This is an optimization exercise on Yosys and OpenROAD, whose aim is small area, a short achievable clock period and few clock cycles per item, not a production implementation.
The RTL was checked by simulation tests, not by an equivalence proof against the original design.

## flow/design.v (module list and top-level ports; edited modules follow where they fit)
// module accel_dot: 391 lines
// module accel_fa: 4 lines
// module accel_ha: 4 lines
// module accel_cpa: 25 lines
// module accel_pcpi_wrapper: 91 lines
module accel_pcpi_wrapper #(
  parameter int N = 4,
  parameter int W = 32
)(
  input  logic clk,
  input  logic rst_n,
  input  logic start_req,
  input  logic [N*N*W-1:0] memA,
  input  logic [N*N*W-1:0] memB,
  output logic done,
  output logic [N*N*W-1:0] result_flat
);
  // ...
==> flow/run.sh <==
#!/bin/bash
# synth_recipe.tcl (not shown) runs the flow's synth.tcl, then flattens the netlist and writes it again
# the make line also repeats each setting of config.mk as NAME=value (left out here)
make -C /OpenROAD-flow-scripts/flow DESIGN_CONFIG=/design/flow/config.mk WORK_HOME=/design/flow/orfs CLKGATE_MAP_FILE= SYNTH_SCRIPT=/design/flow/synth_recipe.tcl finish
==> flow/config.mk <==
export PLATFORM = sky130hd
export DESIGN_NAME = accel_pcpi_wrapper
export DESIGN_NICKNAME = accel_pcpi_wrapper
export VERILOG_FILES = /design/flow/design.v
export SDC_FILE = /design/flow/constraint.sdc
export NUM_CORES = 8
export LEC_CHECK = 0
export CAP_MARGIN = 20
export CORE_MARGIN = 2
export CORE_UTILIZATION = 40
export SETUP_SLACK_MARGIN = 5
export SLEW_MARGIN = 20
export SYNTH_HIERARCHICAL = 1
==> flow/constraint.sdc <==
create_clock -name core_clock -period 10.0 [get_ports {clk}]
set_input_delay 2.0000 -clock core_clock [delete_from_list [all_inputs] [get_ports {clk}]]
set_output_delay 2.0000 -clock core_clock [all_outputs]
set_load 0.01 [all_outputs]
==> flow_summary.toml, run 1 <==
[layout]
clock_area_share_pct = 2.398
layout_common_cells = "xnor2_1, fa_1, a22oi_1, nor2b_1, clkdlybuf4s50_1"
final_common_cell = "xnor2_1"
drive_gt1_share_pct = 15.03

[sta]
timing.hold.ws_ns = 0.5465
fin_tns_setup_ns = 0
max_freq_mhz = 181.2
hold_viol_final = 0

[floorplan]
fp-row-count = 293
core_mm2 = 0.6361
io_pins = 1540
tapCellCount = 8407

[yosys]
synthTopCellsByArea = "fa_1, xnor2_1, a22oi_1"
yosysWarnings = 7
synthArstFlopShare_pct = 0.3751
avgSynthCellArea_um2 = 10.23
ys_seq_area_share_pct = 10.48
synth_adder_area_share_pct = 38.88
ys_ff_latch = 1333
synth-simple-area-share_pct = 6.121
synthesis.area_mm2 = 0.2550
synthFlopType = "dfxtp_1"

[clock_tree]
cts_inserted_buffers = 195

[placed_design]
finalWeightedCongestion = 1.035
port_buffers = 1539
dp_hpwl_um = 960500

[routing]
ant_nets = 0

[critical_path]
reg2reg_slack_ns = 4.94

[outcome]
status = "timing/DRC/antenna clean"
Testbench counts, summed over its fixed seeds: cycles 1,928, items 384.
==> module accel_cpa, before the edit <==
module accel_cpa (
  input  logic [31:0] p,
  input  logic [30:0] g,
  output logic [31:0] y
);
  logic [30:0] g0, p0;
  assign g0 = g;
  assign p0 = p[30:0];
  logic [30:0] g1, p1;
  assign g1 = g0 | (p0 & {g0[29:0], 1'b0});
  assign p1 = p0 & {p0[29:0], 1'b0};
  logic [30:0] g2, p2;
  assign g2 = g1 | (p1 & {g1[28:0], 2'b0});
  assign p2 = p1 & {p1[28:0], 2'b0};
  logic [30:0] g3, p3;
  assign g3 = g2 | (p2 & {g2[26:0], 4'b0});
  assign p3 = p2 & {p2[26:0], 4'b0};
  logic [30:0] g4, p4;
  assign g4 = g3 | (p3 & {g3[22:0], 8'b0});
  assign p4 = p3 & {p3[22:0], 8'b0};
  logic [30:0] g5, p5;
  assign g5 = g4 | (p4 & {g4[14:0], 16'b0});
  assign p5 = p4 & {p4[14:0], 16'b0};
  assign y = p ^ {g5, 1'b0};
endmodule
==> module accel_pcpi_wrapper, before the edit <==
module accel_pcpi_wrapper #(
  parameter int N = 4,
  parameter int W = 32
)(
  input  logic clk,
  input  logic rst_n,
  input  logic start_req,
  input  logic [N*N*W-1:0] memA,
  input  logic [N*N*W-1:0] memB,
  output logic done,
  output logic [N*N*W-1:0] result_flat
);
  localparam int K  = 4;           
  localparam int M  = N / K;       
  localparam int ND = W / 2;       
  logic [2:0] cnt;
  logic       first_q;             
  logic       idle, ld;
  logic [1:0] sel;               
  assign idle = (cnt == '0);
  assign ld   = idle ? start_req : (cnt != 3'(K));
  assign sel  = cnt[1:0];
  always_ff @(posedge clk or negedge rst_n) begin
    if (!rst_n) begin
      cnt     <= '0;
      first_q <= 1'b0;
      done    <= 1'b0;
    end else begin
      first_q <= idle & start_req;
      done    <= (cnt == 3'(K));
      if (idle)
        cnt <= start_req ? 3'(1) : '0;
      else if (cnt == 3'(K))
        cnt <= '0;
      else
        cnt <= cnt + 3'(1);
    end
  end
  genvar gi, gj, gm, gd;
  generate
    for (gi = 0; gi < N; gi++) begin : ar
      logic [M*W-1:0] a_q;
      for (gm = 0; gm < M; gm++) begin : m
        logic [W-1:0] av;
        always_comb begin
          av = memA[(gi*N+gm*K)*W +: W];
          for (int p = 1; p < K; p++)
            if (sel == 2'(p)) av = memA[(gi*N+gm*K+p)*W +: W];
        end
        always_ff @(posedge clk) a_q[gm*W +: W] <= av;
      end
    end
    for (gj = 0; gj < N; gj++) begin : br
      logic [M*ND-1:0] x1_q, x2_q, ng_q, ne;
      for (gm = 0; gm < M; gm++) begin : m
        logic [W-1:0] bv;
        always_comb begin
          bv = memB[((gm*K)*N+gj)*W +: W];
          for (int p = 1; p < K; p++)
            if (sel == 2'(p)) bv = memB[((gm*K+p)*N+gj)*W +: W];
        end
        logic [W:0] b;
        assign b = {bv, 1'b0};
        for (gd = 0; gd < ND; gd++) begin : d
          always_ff @(posedge clk) begin
            x1_q[gm*ND+gd] <= ld & (b[2*gd+1] ^ b[2*gd]);
            x2_q[gm*ND+gd] <= ld & (b[2*gd+2] ? ~(b[2*gd+1] | b[2*gd]) : (b[2*gd+1] & b[2*gd]));
            ng_q[gm*ND+gd] <= b[2*gd+2];
          end
        end
      end
      assign ne = ng_q | ~(x1_q | x2_q);
    end
    for (gi = 0; gi < N; gi++) begin : row
      for (gj = 0; gj < N; gj++) begin : col
        logic [W-1:0] s_q, s_d;
        logic [W-2:0] c_q, c_d;
        accel_dot #(.W(W)) dot (
          .a(ar[gi].a_q),
          .x1(br[gj].x1_q), .x2(br[gj].x2_q), .ng(br[gj].ng_q), .ne(br[gj].ne),
          .sf(first_q ? '0 : s_q), .cf(first_q ? '0 : c_q),
          .so(s_d), .co(c_d));
        always_ff @(posedge clk) begin
          s_q <= s_d;
          c_q <= c_d;
        end
        accel_cpa cpa (.p(s_q), .g(c_q), .y(result_flat[(gi*N+gj)*W +: W]));
      end
    end
  endgenerate
endmodule
==> run 2: changes to the inputs <==
--- a/flow/design.v
+++ b/flow/design.v
@@ -407,21 +407,333 @@
   assign g0 = g;
   assign p0 = p[30:0];
   logic [30:0] g1, p1;
-  assign g1 = g0 | (p0 & {g0[29:0], 1'b0});
-  assign p1 = p0 & {p0[29:0], 1'b0};
+  assign g1[0] = ~g0[0];
+  assign p1[0] = 1'b0;
+  accel_aoi21 ug1_1 (p0[1], g0[0], g0[1], g1[1]);
+  assign p1[1] = 1'b0;
+  accel_aoi21 ug1_2 (p0[2], g0[1], g0[2], g1[2]);
+  accel_nand2 up1_2 (p0[2], p0[1], p1[2]);
+  accel_aoi21 ug1_3 (p0[3], g0[2], g0[3], g1[3]);
+  accel_nand2 up1_3 (p0[3], p0[2], p1[3]);
+  accel_aoi21 ug1_4 (p0[4], g0[3], g0[4], g1[4]);
+  accel_nand2 up1_4 (p0[4], p0[3], p1[4]);
+  accel_aoi21 ug1_5 (p0[5], g0[4], g0[5], g1[5]);
+  accel_nand2 up1_5 (p0[5], p0[4], p1[5]);
+  accel_aoi21 ug1_6 (p0[6], g0[5], g0[6], g1[6]);
+  accel_nand2 up1_6 (p0[6], p0[5], p1[6]);
+  accel_aoi21 ug1_7 (p0[7], g0[6], g0[7], g1[7]);
+  accel_nand2 up1_7 (p0[7], p0[6], p1[7]);
+  accel_aoi21 ug1_8 (p0[8], g0[7], g0[8], g1[8]);
+  accel_nand2 up1_8 (p0[8], p0[7], p1[8]);
+  accel_aoi21 ug1_9 (p0[9], g0[8], g0[9], g1[9]);
+  accel_nand2 up1_9 (p0[9], p0[8], p1[9]);
+  accel_aoi21 ug1_10 (p0[10], g0[9], g0[10], g1[10]);
+  accel_nand2 up1_10 (p0[10], p0[9], p1[10]);
+  accel_aoi21 ug1_11 (p0[11], g0[10], g0[11], g1[11]);
+  accel_nand2 up1_11 (p0[11], p0[10], p1[11]);
+  accel_aoi21 ug1_12 (p0[12], g0[11], g0[12], g1[12]);
+  accel_nand2 up1_12 (p0[12], p0[11], p1[12]);
+  accel_aoi21 ug1_13 (p0[13], g0[12], g0[13], g1[13]);
+  accel_nand2 up1_13 (p0[13], p0[12], p1[13]);
+  accel_aoi21 ug1_14 (p0[14], g0[13], g0[14], g1[14]);
+  accel_nand2 up1_14 (p0[14], p0[13], p1[14]);
+  accel_aoi21 ug1_15 (p0[15], g0[14], g0[15], g1[15]);
+  accel_nand2 up1_15 (p0[15], p0[14], p1[15]);
+  accel_aoi21 ug1_16 (p0[16], g0[15], g0[16], g1[16]);
+  accel_nand2 up1_16 (p0[16], p0[15], p1[16]);
+  accel_aoi21 ug1_17 (p0[17], g0[16], g0[17], g1[17]);
+  accel_nand2 up1_17 (p0[17], p0[16], p1[17]);
+  accel_aoi21 ug1_18 (p0[18], g0[17], g0[18], g1[18]);
+  accel_nand2 up1_18 (p0[18], p0[17], p1[18]);
+  accel_aoi21 ug1_19 (p0[19], g0[18], g0[19], g1[19]);
+  accel_nand2 up1_19 (p0[19], p0[18], p1[19]);
+  accel_aoi21 ug1_20 (p0[20], g0[19], g0[20], g1[20]);
+  accel_nand2 up1_20 (p0[20], p0[19], p1[20]);
+  accel_aoi21 ug1_21 (p0[21], g0[20], g0[21], g1[21]);
+  accel_nand2 up1_21 (p0[21], p0[20], p1[21]);
+  accel_aoi21 ug1_22 (p0[22], g0[21], g0[22], g1[22]);
+  accel_nand2 up1_22 (p0[22], p0[21], p1[22]);
+  accel_aoi21 ug1_23 (p0[23], g0[22], g0[23], g1[23]);
+  accel_nand2 up1_23 (p0[23], p0[22], p1[23]);
+  accel_aoi21 ug1_24 (p0[24], g0[23], g0[24], g1[24]);
+  accel_nand2 up1_24 (p0[24], p0[23], p1[24]);
+  accel_aoi21 ug1_25 (p0[25], g0[24], g0[25], g1[25]);
+  accel_nand2 up1_25 (p0[25], p0[24], p1[25]);
+  accel_aoi21 ug1_26 (p0[26], g0[25], g0[26], g1[26]);
+  accel_nand2 up1_26 (p0[26], p0[25], p1[26]);
+  accel_aoi21 ug1_27 (p0[27], g0[26], g0[27], g1[27]);
+  accel_nand2 up1_27 (p0[27], p0[26], p1[27]);
+  accel_aoi21 ug1_28 (p0[28], g0[27], g0[28], g1[28]);
+  accel_nand2 up1_28 (p0[28], p0[27], p1[28]);
+  accel_aoi21 ug1_29 (p0[29], g0[28], g0[29], g1[29]);
+  accel_nand2 up1_29 (p0[29], p0[28], p1[29]);
+  accel_aoi21 ug1_30 (p0[30], g0[29], g0[30], g1[30]);
+  accel_nand2 up1_30 (p0[30], p0[29], p1[30]);
   logic [30:0] g2, p2;
-  assign g2 = g1 | (p1 & {g1[28:0], 2'b0});
-  assign p2 = p1 & {p1[28:0], 2'b0};
+  assign g2[0] = ~g1[0];
+  assign p2[0] = 1'b0;
+  assign g2[1] = ~g1[1];
+  assign p2[1] = 1'b0;
+  accel_oai21 ug2_2 (p1[2], g1[0], g1[2], g2[2]);
+  assign p2[2] = 1'b0;
+  accel_oai21 ug2_3 (p1[3], g1[1], g1[3], g2[3]);
+  assign p2[3] = 1'b0;
+  accel_oai21 ug2_4 (p1[4], g1[2], g1[4], g2[4]);
+  accel_nor2 up2_4 (p1[4], p1[2], p2[4]);
+  accel_oai21 ug2_5 (p1[5], g1[3], g1[5], g2[5]);
+  accel_nor2 up2_5 (p1[5], p1[3], p2[5]);
+  accel_oai21 ug2_6 (p1[6], g1[4], g1[6], g2[6]);
+  accel_nor2 up2_6 (p1[6], p1[4], p2[6]);
+  accel_oai21 ug2_7 (p1[7], g1[5], g1[7], g2[7]);
+  accel_nor2 up2_7 (p1[7], p1[5], p2[7]);
+  accel_oai21 ug2_8 (p1[8], g1[6], g1[8], g2[8]);
+  accel_nor2 up2_8 (p1[8], p1[6], p2[8]);
+  accel_oai21 ug2_9 (p1[9], g1[7], g1[9], g2[9]);
+  accel_nor2 up2_9 (p1[9], p1[7], p2[9]);
+  accel_oai21 ug2_10 (p1[10], g1[8], g1[10], g2[10]);
+  accel_nor2 up2_10 (p1[10], p1[8], p2[10]);
+  accel_oai21 ug2_11 (p1[11], g1[9], g1[11], g2[11]);
+  accel_nor2 up2_11 (p1[11], p1[9], p2[11]);
+  accel_oai21 ug2_12 (p1[12], g1[10], g1[12], g2[12]);
+  accel_nor2 up2_12 (p1[12], p1[10], p2[12]);
+  accel_oai21 ug2_13 (p1[13], g1[11], g1[13], g2[13]);
+  accel_nor2 up2_13 (p1[13], p1[11], p2[13]);
+  accel_oai21 ug2_14 (p1[14], g1[12], g1[14], g2[14]);
+  accel_nor2 up2_14 (p1[14], p1[12], p2[14]);
+  accel_oai21 ug2_15 (p1[15], g1[13], g1[15], g2[15]);
+  accel_nor2 up2_15 (p1[15], p1[13], p2[15]);
+  accel_oai21 ug2_16 (p1[16], g1[14], g1[16], g2[16]);
+  accel_nor2 up2_16 (p1[16], p1[14], p2[16]);
+  accel_oai21 ug2_17 (p1[17], g1[15], g1[17], g2[17]);
+  accel_nor2 up2_17 (p1[17], p1[15], p2[17]);
+  accel_oai21 ug2_18 (p1[18], g1[16], g1[18], g2[18]);
+  accel_nor2 up2_18 (p1[18], p1[16], p2[18]);
+  accel_oai21 ug2_19 (p1[19], g1[17], g1[19], g2[19]);
+  accel_nor2 up2_19 (p1[19], p1[17], p2[19]);
+  accel_oai21 ug2_20 (p1[20], g1[18], g1[20], g2[20]);
+  accel_nor2 up2_20 (p1[20], p1[18], p2[20]);
+  accel_oai21 ug2_21 (p1[21], g1[19], g1[21], g2[21]);
+  accel_nor2 up2_21 (p1[21], p1[19], p2[21]);
+  accel_oai21 ug2_22 (p1[22], g1[20], g1[22], g2[22]);
+  accel_nor2 up2_22 (p1[22], p1[20], p2[22]);
+  accel_oai21 ug2_23 (p1[23], g1[21], g1[23], g2[23]);
+  accel_nor2 up2_23 (p1[23], p1[21], p2[23]);
+  accel_oai21 ug2_24 (p1[24], g1[22], g1[24], g2[24]);
+  accel_nor2 up2_24 (p1[24], p1[22], p2[24]);
+  accel_oai21 ug2_25 (p1[25], g1[23], g1[25], g2[25]);
+  accel_nor2 up2_25 (p1[25], p1[23], p2[25]);
+  accel_oai21 ug2_26 (p1[26], g1[24], g1[26], g2[26]);
+  accel_nor2 up2_26 (p1[26], p1[24], p2[26]);
+  accel_oai21 ug2_27 (p1[27], g1[25], g1[27], g2[27]);
+  accel_nor2 up2_27 (p1[27], p1[25], p2[27]);
+  accel_oai21 ug2_28 (p1[28], g1[26], g1[28], g2[28]);
+  accel_nor2 up2_28 (p1[28], p1[26], p2[28]);
+  accel_oai21 ug2_29 (p1[29], g1[27], g1[29], g2[29]);
+  accel_nor2 up2_29 (p1[29], p1[27], p2[29]);
+  accel_oai21 ug2_30 (p1[30], g1[28], g1[30], g2[30]);
+  accel_nor2 up2_30 (p1[30], p1[28], p2[30]);
   logic [30:0] g3, p3;
-  assign g3 = g2 | (p2 & {g2[26:0], 4'b0});
-  assign p3 = p2 & {p2[26:0], 4'b0};
+  assign g3[0] = ~g2[0];
+  assign p3[0] = 1'b0;
+  assign g3[1] = ~g2[1];
+  assign p3[1] = 1'b0;
+  assign g3[2] = ~g2[2];
+  assign p3[2] = 1'b0;
+  assign g3[3] = ~g2[3];
+  assign p3[3] = 1'b0;
+  accel_aoi21 ug3_4 (p2[4], g2[0], g2[4], g3[4]);
+  assign p3[4] = 1'b0;
+  accel_aoi21 ug3_5 (p2[5], g2[1], g2[5], g3[5]);
+  assign p3[5] = 1'b0;
+  accel_aoi21 ug3_6 (p2[6], g2[2], g2[6], g3[6]);
+  assign p3[6] = 1'b0;
+  accel_aoi21 ug3_7 (p2[7], g2[3], g2[7], g3[7]);
+  assign p3[7] = 1'b0;
+  accel_aoi21 ug3_8 (p2[8], g2[4], g2[8], g3[8]);
+  accel_nand2 up3_8 (p2[8], p2[4], p3[8]);
+  accel_aoi21 ug3_9 (p2[9], g2[5], g2[9], g3[9]);
+  accel_nand2 up3_9 (p2[9], p2[5], p3[9]);
+  accel_aoi21 ug3_10 (p2[10], g2[6], g2[10], g3[10]);
+  accel_nand2 up3_10 (p2[10], p2[6], p3[10]);
+  accel_aoi21 ug3_11 (p2[11], g2[7], g2[11], g3[11]);
+  accel_nand2 up3_11 (p2[11], p2[7], p3[11]);
+  accel_aoi21 ug3_12 (p2[12], g2[8], g2[12], g3[12]);
+  accel_nand2 up3_12 (p2[12], p2[8], p3[12]);
+  accel_aoi21 ug3_13 (p2[13], g2[9], g2[13], g3[13]);
+  accel_nand2 up3_13 (p2[13], p2[9], p3[13]);
+  accel_aoi21 ug3_14 (p2[14], g2[10], g2[14], g3[14]);
+  accel_nand2 up3_14 (p2[14], p2[10], p3[14]);
+  accel_aoi21 ug3_15 (p2[15], g2[11], g2[15], g3[15]);
+  accel_nand2 up3_15 (p2[15], p2[11], p3[15]);
+  accel_aoi21 ug3_16 (p2[16], g2[12], g2[16], g3[16]);
+  accel_nand2 up3_16 (p2[16], p2[12], p3[16]);
+  accel_aoi21 ug3_17 (p2[17], g2[13], g2[17], g3[17]);
+  accel_nand2 up3_17 (p2[17], p2[13], p3[17]);
+  accel_aoi21 ug3_18 (p2[18], g2[14], g2[18], g3[18]);
+  accel_nand2 up3_18 (p2[18], p2[14], p3[18]);
+  accel_aoi21 ug3_19 (p2[19], g2[15], g2[19], g3[19]);
+  accel_nand2 up3_19 (p2[19], p2[15], p3[19]);
+  accel_aoi21 ug3_20 (p2[20], g2[16], g2[20], g3[20]);
+  accel_nand2 up3_20 (p2[20], p2[16], p3[20]);
+  accel_aoi21 ug3_21 (p2[21], g2[17], g2[21], g3[21]);
+  accel_nand2 up3_21 (p2[21], p2[17], p3[21]);
+  accel_aoi21 ug3_22 (p2[22], g2[18], g2[22], g3[22]);
+  accel_nand2 up3_22 (p2[22], p2[18], p3[22]);
+  accel_aoi21 ug3_23 (p2[23], g2[19], g2[23], g3[23]);
+  accel_nand2 up3_23 (p2[23], p2[19], p3[23]);
+  accel_aoi21 ug3_24 (p2[24], g2[20], g2[24], g3[24]);
+  accel_nand2 up3_24 (p2[24], p2[20], p3[24]);
+  accel_aoi21 ug3_25 (p2[25], g2[21], g2[25], g3[25]);
+  accel_nand2 up3_25 (p2[25], p2[21], p3[25]);
+  accel_aoi21 ug3_26 (p2[26], g2[22], g2[26], g3[26]);
+  accel_nand2 up3_26 (p2[26], p2[22], p3[26]);
+  accel_aoi21 ug3_27 (p2[27], g2[23], g2[27], g3[27]);
+  accel_nand2 up3_27 (p2[27], p2[23], p3[27]);
+  accel_aoi21 ug3_28 (p2[28], g2[24], g2[28], g3[28]);
+  accel_nand2 up3_28 (p2[28], p2[24], p3[28]);
+  accel_aoi21 ug3_29 (p2[29], g2[25], g2[29], g3[29]);
+  accel_nand2 up3_29 (p2[29], p2[25], p3[29]);
+  accel_aoi21 ug3_30 (p2[30], g2[26], g2[30], g3[30]);
+  accel_nand2 up3_30 (p2[30], p2[26], p3[30]);
   logic [30:0] g4, p4;
-  assign g4 = g3 | (p3 & {g3[22:0], 8'b0});
-  assign p4 = p3 & {p3[22:0], 8'b0};
+  assign g4[0] = ~g3[0];
+  assign p4[0] = 1'b0;
+  assign g4[1] = ~g3[1];
+  assign p4[1] = 1'b0;
+  assign g4[2] = ~g3[2];
+  assign p4[2] = 1'b0;
+  assign g4[3] = ~g3[3];
+  assign p4[3] = 1'b0;
+  assign g4[4] = ~g3[4];
+  assign p4[4] = 1'b0;
+  assign g4[5] = ~g3[5];
+  assign p4[5] = 1'b0;
+  assign g4[6] = ~g3[6];
+  assign p4[6] = 1'b0;
+  assign g4[7] = ~g3[7];
+  assign p4[7] = 1'b0;
+  accel_oai21 ug4_8 (p3[8], g3[0], g3[8], g4[8]);
+  assign p4[8] = 1'b0;
+  accel_oai21 ug4_9 (p3[9], g3[1], g3[9], g4[9]);
+  assign p4[9] = 1'b0;
+  accel_oai21 ug4_10 (p3[10], g3[2], g3[10], g4[10]);
+  assign p4[10] = 1'b0;
+  accel_oai21 ug4_11 (p3[11], g3[3], g3[11], g4[11]);
+  assign p4[11] = 1'b0;
+  accel_oai21 ug4_12 (p3[12], g3[4], g3[12], g4[12]);
+  assign p4[12] = 1'b0;
+  accel_oai21 ug4_13 (p3[13], g3[5], g3[13], g4[13]);
+  assign p4[13] = 1'b0;
+  accel_oai21 ug4_14 (p3[14], g3[6], g3[14], g4[14]);
+  assign p4[14] = 1'b0;
+  accel_oai21 ug4_15 (p3[15], g3[7], g3[15], g4[15]);
+  assign p4[15] = 1'b0;
+  accel_oai21 ug4_16 (p3[16], g3[8], g3[16], g4[16]);
+  accel_nor2 up4_16 (p3[16], p3[8], p4[16]);
+  accel_oai21 ug4_17 (p3[17], g3[9], g3[17], g4[17]);
+  accel_nor2 up4_17 (p3[17], p3[9], p4[17]);
+  accel_oai21 ug4_18 (p3[18], g3[10], g3[18], g4[18]);
+  accel_nor2 up4_18 (p3[18], p3[10], p4[18]);
+  accel_oai21 ug4_19 (p3[19], g3[11], g3[19], g4[19]);
+  accel_nor2 up4_19 (p3[19], p3[11], p4[19]);
+  accel_oai21 ug4_20 (p3[20], g3[12], g3[20], g4[20]);
+  accel_nor2 up4_20 (p3[20], p3[12], p4[20]);
+  accel_oai21 ug4_21 (p3[21], g3[13], g3[21], g4[21]);
+  accel_nor2 up4_21 (p3[21], p3[13], p4[21]);
+  accel_oai21 ug4_22 (p3[22], g3[14], g3[22], g4[22]);
+  accel_nor2 up4_22 (p3[22], p3[14], p4[22]);
+  accel_oai21 ug4_23 (p3[23], g3[15], g3[23], g4[23]);
+  accel_nor2 up4_23 (p3[23], p3[15], p4[23]);
+  accel_oai21 ug4_24 (p3[24], g3[16], g3[24], g4[24]);
+  accel_nor2 up4_24 (p3[24], p3[16], p4[24]);
+  accel_oai21 ug4_25 (p3[25], g3[17], g3[25], g4[25]);
+  accel_nor2 up4_25 (p3[25], p3[17], p4[25]);
+  accel_oai21 ug4_26 (p3[26], g3[18], g3[26], g4[26]);
+  accel_nor2 up4_26 (p3[26], p3[18], p4[26]);
+  accel_oai21 ug4_27 (p3[27], g3[19], g3[27], g4[27]);
+  accel_nor2 up4_27 (p3[27], p3[19], p4[27]);
+  accel_oai21 ug4_28 (p3[28], g3[20], g3[28], g4[28]);
+  accel_nor2 up4_28 (p3[28], p3[20], p4[28]);
+  accel_oai21 ug4_29 (p3[29], g3[21], g3[29], g4[29]);
+  accel_nor2 up4_29 (p3[29], p3[21], p4[29]);
+  accel_oai21 ug4_30 (p3[30], g3[22], g3[30], g4[30]);
+  accel_nor2 up4_30 (p3[30], p3[22], p4[30]);
   logic [30:0] g5, p5;
-  assign g5 = g4 | (p4 & {g4[14:0], 16'b0});
-  assign p5 = p4 & {p4[14:0], 16'b0};
-  assign y = p ^ {g5, 1'b0};
+  assign g5[0] = ~g4[0];
+  assign p5[0] = 1'b0;
+  assign g5[1] = ~g4[1];
+  assign p5[1] = 1'b0;
+  assign g5[2] = ~g4[2];
+  assign p5[2] = 1'b0;
+  assign g5[3] = ~g4[3];
+  assign p5[3] = 1'b0;
+  assign g5[4] = ~g4[4];
+  assign p5[4] = 1'b0;
+  assign g5[5] = ~g4[5];
+  assign p5[5] = 1'b0;
+  assign g5[6] = ~g4[6];
+  assign p5[6] = 1'b0;
+  assign g5[7] = ~g4[7];
+  assign p5[7] = 1'b0;
+  assign g5[8] = ~g4[8];
+  assign p5[8] = 1'b0;
+  assign g5[9] = ~g4[9];
+  assign p5[9] = 1'b0;
+  assign g5[10] = ~g4[10];
+  assign p5[10] = 1'b0;
+  assign g5[11] = ~g4[11];
+  assign p5[11] = 1'b0;
+  assign g5[12] = ~g4[12];
+  assign p5[12] = 1'b0;
+  assign g5[13] = ~g4[13];
+  assign p5[13] = 1'b0;
+  assign g5[14] = ~g4[14];
+  assign p5[14] = 1'b0;
+  assign g5[15] = ~g4[15];
+  assign p5[15] = 1'b0;
+  accel_aoi21 ug5_16 (p4[16], g4[0], g4[16], g5[16]);
+  assign p5[16] = 1'b0;
+  accel_aoi21 ug5_17 (p4[17], g4[1], g4[17], g5[17]);
+  assign p5[17] = 1'b0;
+  accel_aoi21 ug5_18 (p4[18], g4[2], g4[18], g5[18]);
+  assign p5[18] = 1'b0;
+  accel_aoi21 ug5_19 (p4[19], g4[3], g4[19], g5[19]);
+  assign p5[19] = 1'b0;
+  accel_aoi21 ug5_20 (p4[20], g4[4], g4[20], g5[20]);
+  assign p5[20] = 1'b0;
+  accel_aoi21 ug5_21 (p4[21], g4[5], g4[21], g5[21]);
+  assign p5[21] = 1'b0;
+  accel_aoi21 ug5_22 (p4[22], g4[6], g4[22], g5[22]);
+  assign p5[22] = 1'b0;
+  accel_aoi21 ug5_23 (p4[23], g4[7], g4[23], g5[23]);
+  assign p5[23] = 1'b0;
+  accel_aoi21 ug5_24 (p4[24], g4[8], g4[24], g5[24]);
+  assign p5[24] = 1'b0;
+  accel_aoi21 ug5_25 (p4[25], g4[9], g4[25], g5[25]);
+  assign p5[25] = 1'b0;
+  accel_aoi21 ug5_26 (p4[26], g4[10], g4[26], g5[26]);
+  assign p5[26] = 1'b0;
+  accel_aoi21 ug5_27 (p4[27], g4[11], g4[27], g5[27]);
+  assign p5[27] = 1'b0;
+  accel_aoi21 ug5_28 (p4[28], g4[12], g4[28], g5[28]);
+  assign p5[28] = 1'b0;
+  accel_aoi21 ug5_29 (p4[29], g4[13], g4[29], g5[29]);
+  assign p5[29] = 1'b0;
+  accel_aoi21 ug5_30 (p4[30], g4[14], g4[30], g5[30]);
+  assign p5[30] = 1'b0;
+  assign y = p ^ {~g5, 1'b0};
+endmodule
+module accel_aoi21 (input logic a1, a2, b, output logic y);
+  assign y = ~((a1 & a2) | b);
+endmodule
+module accel_oai21 (input logic a1, a2, b, output logic y);
+  assign y = ~((a1 | a2) & b);
+endmodule
+module accel_nand2 (input logic a, b, output logic y);
+  assign y = ~(a & b);
+endmodule
+module accel_nor2 (input logic a, b, output logic y);
+  assign y = ~(a | b);
 endmodule
 `timescale 1ns/1ps
 module accel_pcpi_wrapper #(
@@ -439,6 +751,7 @@
   localparam int K  = 4;           
   localparam int M  = N / K;       
   localparam int ND = W / 2;       
+  localparam int DUP = 1;         
   logic [2:0] cnt;
   logic       first_q;             
   logic       idle, ld;
@@ -462,7 +775,7 @@
         cnt <= cnt + 3'(1);
     end
   end
-  genvar gi, gj, gm, gd;
+  genvar gi, gj, gm, gd, gc;
   generate
     for (gi = 0; gi < N; gi++) begin : ar
       logic [M*W-1:0] a_q;
@@ -477,25 +790,29 @@
       end
     end
     for (gj = 0; gj < N; gj++) begin : br
-      logic [M*ND-1:0] x1_q, x2_q, ng_q, ne;
+      logic [M*W-1:0] bv;
       for (gm = 0; gm < M; gm++) begin : m
-        logic [W-1:0] bv;
         always_comb begin
-          bv = memB[((gm*K)*N+gj)*W +: W];
+          bv[gm*W +: W] = memB[((gm*K)*N+gj)*W +: W];
           for (int p = 1; p < K; p++)
-            if (sel == 2'(p)) bv = memB[((gm*K+p)*N+gj)*W +: W];
+            if (sel == 2'(p)) bv[gm*W +: W] = memB[((gm*K+p)*N+gj)*W +: W];
         end
-        logic [W:0] b;
-        assign b = {bv, 1'b0};
-        for (gd = 0; gd < ND; gd++) begin : d
-          always_ff @(posedge clk) begin
-            x1_q[gm*ND+gd] <= ld & (b[2*gd+1] ^ b[2*gd]);
-            x2_q[gm*ND+gd] <= ld & (b[2*gd+2] ? ~(b[2*gd+1] | b[2*gd]) : (b[2*gd+1] & b[2*gd]));
-            ng_q[gm*ND+gd] <= b[2*gd+2];
+      end
+      for (gc = 0; gc < DUP; gc++) begin : cp
+        logic [M*ND-1:0] x1_q, x2_q, ng_q, ne;
+        for (gm = 0; gm < M; gm++) begin : m
+          logic [W:0] b;
+          assign b = {bv[gm*W +: W], 1'b0};
+          for (gd = 0; gd < ND; gd++) begin : d
+            always_ff @(posedge clk) begin
+              x1_q[gm*ND+gd] <= ld & (b[2*gd+1] ^ b[2*gd]);
+              x2_q[gm*ND+gd] <= ld & (b[2*gd+2] ? ~(b[2*gd+1] | b[2*gd]) : (b[2*gd+1] & b[2*gd]));
+              ng_q[gm*ND+gd] <= b[2*gd+2];
+            end
           end
         end
+        assign ne = ng_q | ~(x1_q | x2_q);
       end
-      assign ne = ng_q | ~(x1_q | x2_q);
     end
     for (gi = 0; gi < N; gi++) begin : row
       for (gj = 0; gj < N; gj++) begin : col
@@ -503,7 +820,8 @@
         logic [W-2:0] c_q, c_d;
         accel_dot #(.W(W)) dot (
           .a(ar[gi].a_q),
-          .x1(br[gj].x1_q), .x2(br[gj].x2_q), .ng(br[gj].ng_q), .ne(br[gj].ne),
+          .x1(br[gj].cp[gi*DUP/N].x1_q), .x2(br[gj].cp[gi*DUP/N].x2_q),
+          .ng(br[gj].cp[gi*DUP/N].ng_q), .ne(br[gj].cp[gi*DUP/N].ne),
           .sf(first_q ? '0 : s_q), .cf(first_q ? '0 : c_q),
           .so(s_d), .co(c_d));
         always_ff @(posedge clk) begin
==> run 2 against run 1 <==
Critical endpoint is now row[1].col[2].s_q[21]$_DFF_P_. Still clean on timing, DRC and antenna. Non-clock buffer count is 352 lower. Flip-flop and latch count stayed put. Hold slack better by 0.019 ns. Utilization is 0.94 points lower. Global-route usage is 0.70 points lower. Critical path depth is 1 higher. Via count hardly changed. Setup slack better by 0.40 ns.
==> flow_summary.toml, run 2 <==
[floorplan]
dieArea_mm2 = 0.6533
fp-row-count = 295
core_mm2 = 0.6448
io_pins = 1540
die_y_um = 808.3
fp.dieW_um = 808.3
start_util_pct = 40.13

[critical_path]
cp.depth = 10
cp-startpoint = "ar[1].a_q[8]$_DFF_P_"
cp_max_fo = 24
required_ns = 10.92
reg2reg_slack_ns = 4.88
crit_path_frequent_cell = "fa_1"
critPathBufInv = 2
endpoint = "row[1].col[2].s_q[21]$_DFF_P_"
path_cells = "buf_4 -> buf_8 -> xnor2_1 -> a22oi_1 -> fa_1 -> fa_1 -> fa_1 -> fa_1 -> fa_1 -> ha_1"
crit_type = "reg -> reg"
reg2reg_depth = 10
crit_family = "adder cells"
crit_path_end_kind = "flop"
critPathArrivalTime_ns = 6.04
slowest_stage = "fa_1"
crit_path_start_kind = "flop"
rr_endpoint = "row[1].col[2].s_q[21]$_DFF_P_"
r2r_start = "ar[1].a_q[8]$_DFF_P_"
critPathMaxStageDelay_ns = 0.57

[grt]
overflow = 0
antenna_found_initial = 174
grt_max_degree = 196
grt_pass1_vias = 221061
grt_pass1_wl_um = 1738000
grt_usage_pct = 37.41

[sta]
finClkSkew_ns = 0.08548
hold_viol_final = 0
rsz0062_at_grt = "yes"
worstMarginPinSlew_ns = 1.285
layout_min_cycle_time_ns = 5.118
max_freq_mhz = 195.4
finalCritPeriodShare_pct = 51.18
fin_tns_setup_ns = 0
setup_violations = 0
max_slew_margin_pct = 14.13
maxSlewViolCount = 0

[placed_design]
port_buffers = 1539
finalWeightedCongestion = 1.018
dp_hpwl_um = 977900

[clock_tree]
cts_inserted_buffers = 190
cts_buffer_depth = 4
clock_sinks = 1333
insertion_delay_ns = 1.04
clk_pin_slew_ns = 0.07
cts_root_buffer = "clkbuf_16"
cts_hold_buf = 0
cts_tree = "built"
htreeDepth = 4

[layout]
fillers = 61751
reg.largest.list = "row.col.s_q x512, row.col.c_q x496, ar.a_q x128"
postLayoutCoreUtil_pct = 44.72
drive_gt1_share_pct = 15.87
multi_input_area_mm2 = 0.2166
layout_common_cells = "xnor2_1, fa_1, a22oi_1, nor2b_1, clkdlybuf4s50_1"
nets = 31136
largest_reg_flops = 512
seq_area_mm2 = 0.02849
largest_register = "row.col.s_q"
syn2layout_area_growth_pct = 11.45
final_common_cell = "xnor2_1"

[outcome]
status = "timing/DRC/antenna clean"

[yosys]
synthFlopType = "dfxtp_1"
synthesis.area_mm2 = 0.2588
avgSynthCellArea_um2 = 10.13
synth_common_cells = "xnor2_1, fa_1, a22oi_1"
synth-simple-area-share_pct = 6.110
synthArstFlopShare_pct = 0.3751
syn_nets = 31877
yosysWarnings = 7
synthesis.instances = 25534
yosysMostFrequentCell = "xnor2_1"
yosysUniqueCellTypes = 42
ys_ff_latch = 1333
synth_top_area_share_pct = 33.42
synth_compound_area_share_pct = 19.23
ys_seq_area_share_pct = 10.32
synth_edf_count = 0
synthTopCellsByArea = "fa_1, xnor2_1, a22oi_1"
muxShareOfSynthArea_pct = 0.9942
synth_adder_area_share_pct = 38.24
synth_xor_area_share_pct = 16.72
synth_top_area_cell = "fa_1"
synth_top_family_by_area = "adder cells"

[flow_run]
cap_viol_max_count = 0

[routing]
vias_per_cell = 6.222
vias = 211668
drcViolationCount = 0
first_iter_violations = 24058
first_pass_iters = 13
ant_nets = 0
post_drt_wl_per_cell_um = 37.59
drt-total-wl_um = 1279000

[min_path]
hp-class = "reg -> reg"
==> run 2: cell type report <==
cell class,instances,area share [%]
Sequential cell,1333,9.880
Inverter,375,0.4881
Multi-Input combinational cell,20623,75.12
Tap cell,8613,3.737
Clock inverter,83,0.3523
Clock buffer,264,1.975
Timing Repair Buffer,2270,8.046
Antenna cell,459,0.3983
==> run 2: through the flow <==
step                cell area (um2)  setup slack, ns  cells  hold WS [ns]
floorplan                    258800            5.266  25534        0.4917
global placement             270200            4.169  33027        0.5238
detailed placement           270300            4.185  33038        0.5508
CTS                          283900            4.817  33467        0.5608
global route                 288100            4.835  33914        0.5818
finish                       288400            4.882  34020        0.5651
==> run 2: Yosys stat by module, one instance, submodules excluded, excerpt <==
module              times used  cell area, um2  flip-flops and latches
accel_oai21                832           5.005                       0
accel_aoi21               1152           8.758                       0
accel_nor2                 672           3.754                       0
accel_ha                   992           12.51                       0
accel_fa                  4320           20.02                       0
accel_nand2                832           3.754                       0
accel_pcpi_wrapper           1           43910                    1333
accel_cpa                   16           309.0                       0
==> run 2: layer usage <==
layer | global-route usage (%) | vias up | part of all wire (%)
met5 | 0 | - | 0.024
li1 | - | 85744 | -
met3 | 11.87 | 3446 | 11
met4 | 29.06 | 50 | 10
met1 | 44.88 | 108809 | 37
met2 | 55.67 | 13619 | 42
==> run 2: what timing repair did <==
item                                   4_1_cts  5_1_grt
gates resized for setup                   1925      528
endpoints found under the hold margin        0        0
buffers inserted                            73       88
setup endpoints to repair                  794      394
pin swaps                                  150       61
gates cloned                                 9        5
==> run 2: kinds of logic after synthesis <==
| logic type | after synthesis |
|---|---|
| AOI/OAI and AO/OA | 6852 |
| xor gates and xnor gates | 4941 |
| adders and majority gates | 5316 |
| buffers and inverters | 3578 |
| DFF | 1333 |
| muxes | 256 |
| and+or+nand+nor | 3258 |
==> run 2: how the worst min path moves through the flow <==
stage,from,end,depth (start not counted)
5_1_grt,cnt[2]$_DFF_PN0_,done$_DFF_PN0_,1
2_1_floorplan,cnt[2]$_DFF_PN0_,done$_DFF_PN0_,1
3_3_place_gp,cnt[2]$_DFF_PN0_,done$_DFF_PN0_,1
3_5_place_dp,cnt[2]$_DFF_PN0_,done$_DFF_PN0_,1
4_1_cts,cnt[2]$_DFF_PN0_,done$_DFF_PN0_,1
6_report,cnt[2]$_DFF_PN0_,done$_DFF_PN0_,1
Testbench counts of run 2, summed over its fixed seeds: cycles 1,928, items 384.

==> port drivers added, routing unchanged <==
In the flow no input, the clock included, has a driving cell. The finished layouts below were timed again as built, in two steps.
Step 1 (the two cells are an assumption about what drives the block):
set clk [get_ports {clk}]
set_driving_cell -lib_cell sky130_fd_sc_hd__clkbuf_16 $clk
set_driving_cell -lib_cell sky130_fd_sc_hd__buf_2 [delete_from_list [all_inputs] $clk]
Step 2 also shifts input and output timing later by t, the mid clock arrival at the registers, as if the neighbouring blocks saw the same clock.
Slacks: no drivers / after step 1 / after step 2; pairs: no drivers / after step 1.
| run | t, ns | setup slack, ns | clock arrival spread, ns |
|---|---|---|---|
| run 1 | 1.119 | 4.481 / 4.341 / 4.848 | 0.117 / 0.117 |
| run 2 | 1.135 | 4.882 / 4.784 / 4.817 | 0.091 / 0.090 |
After both steps setup and hold are still met in every run listed. For run 2, which loses most, drivers alone change the setup slack by -0.098 ns; drivers and shift together by -0.065 ns.
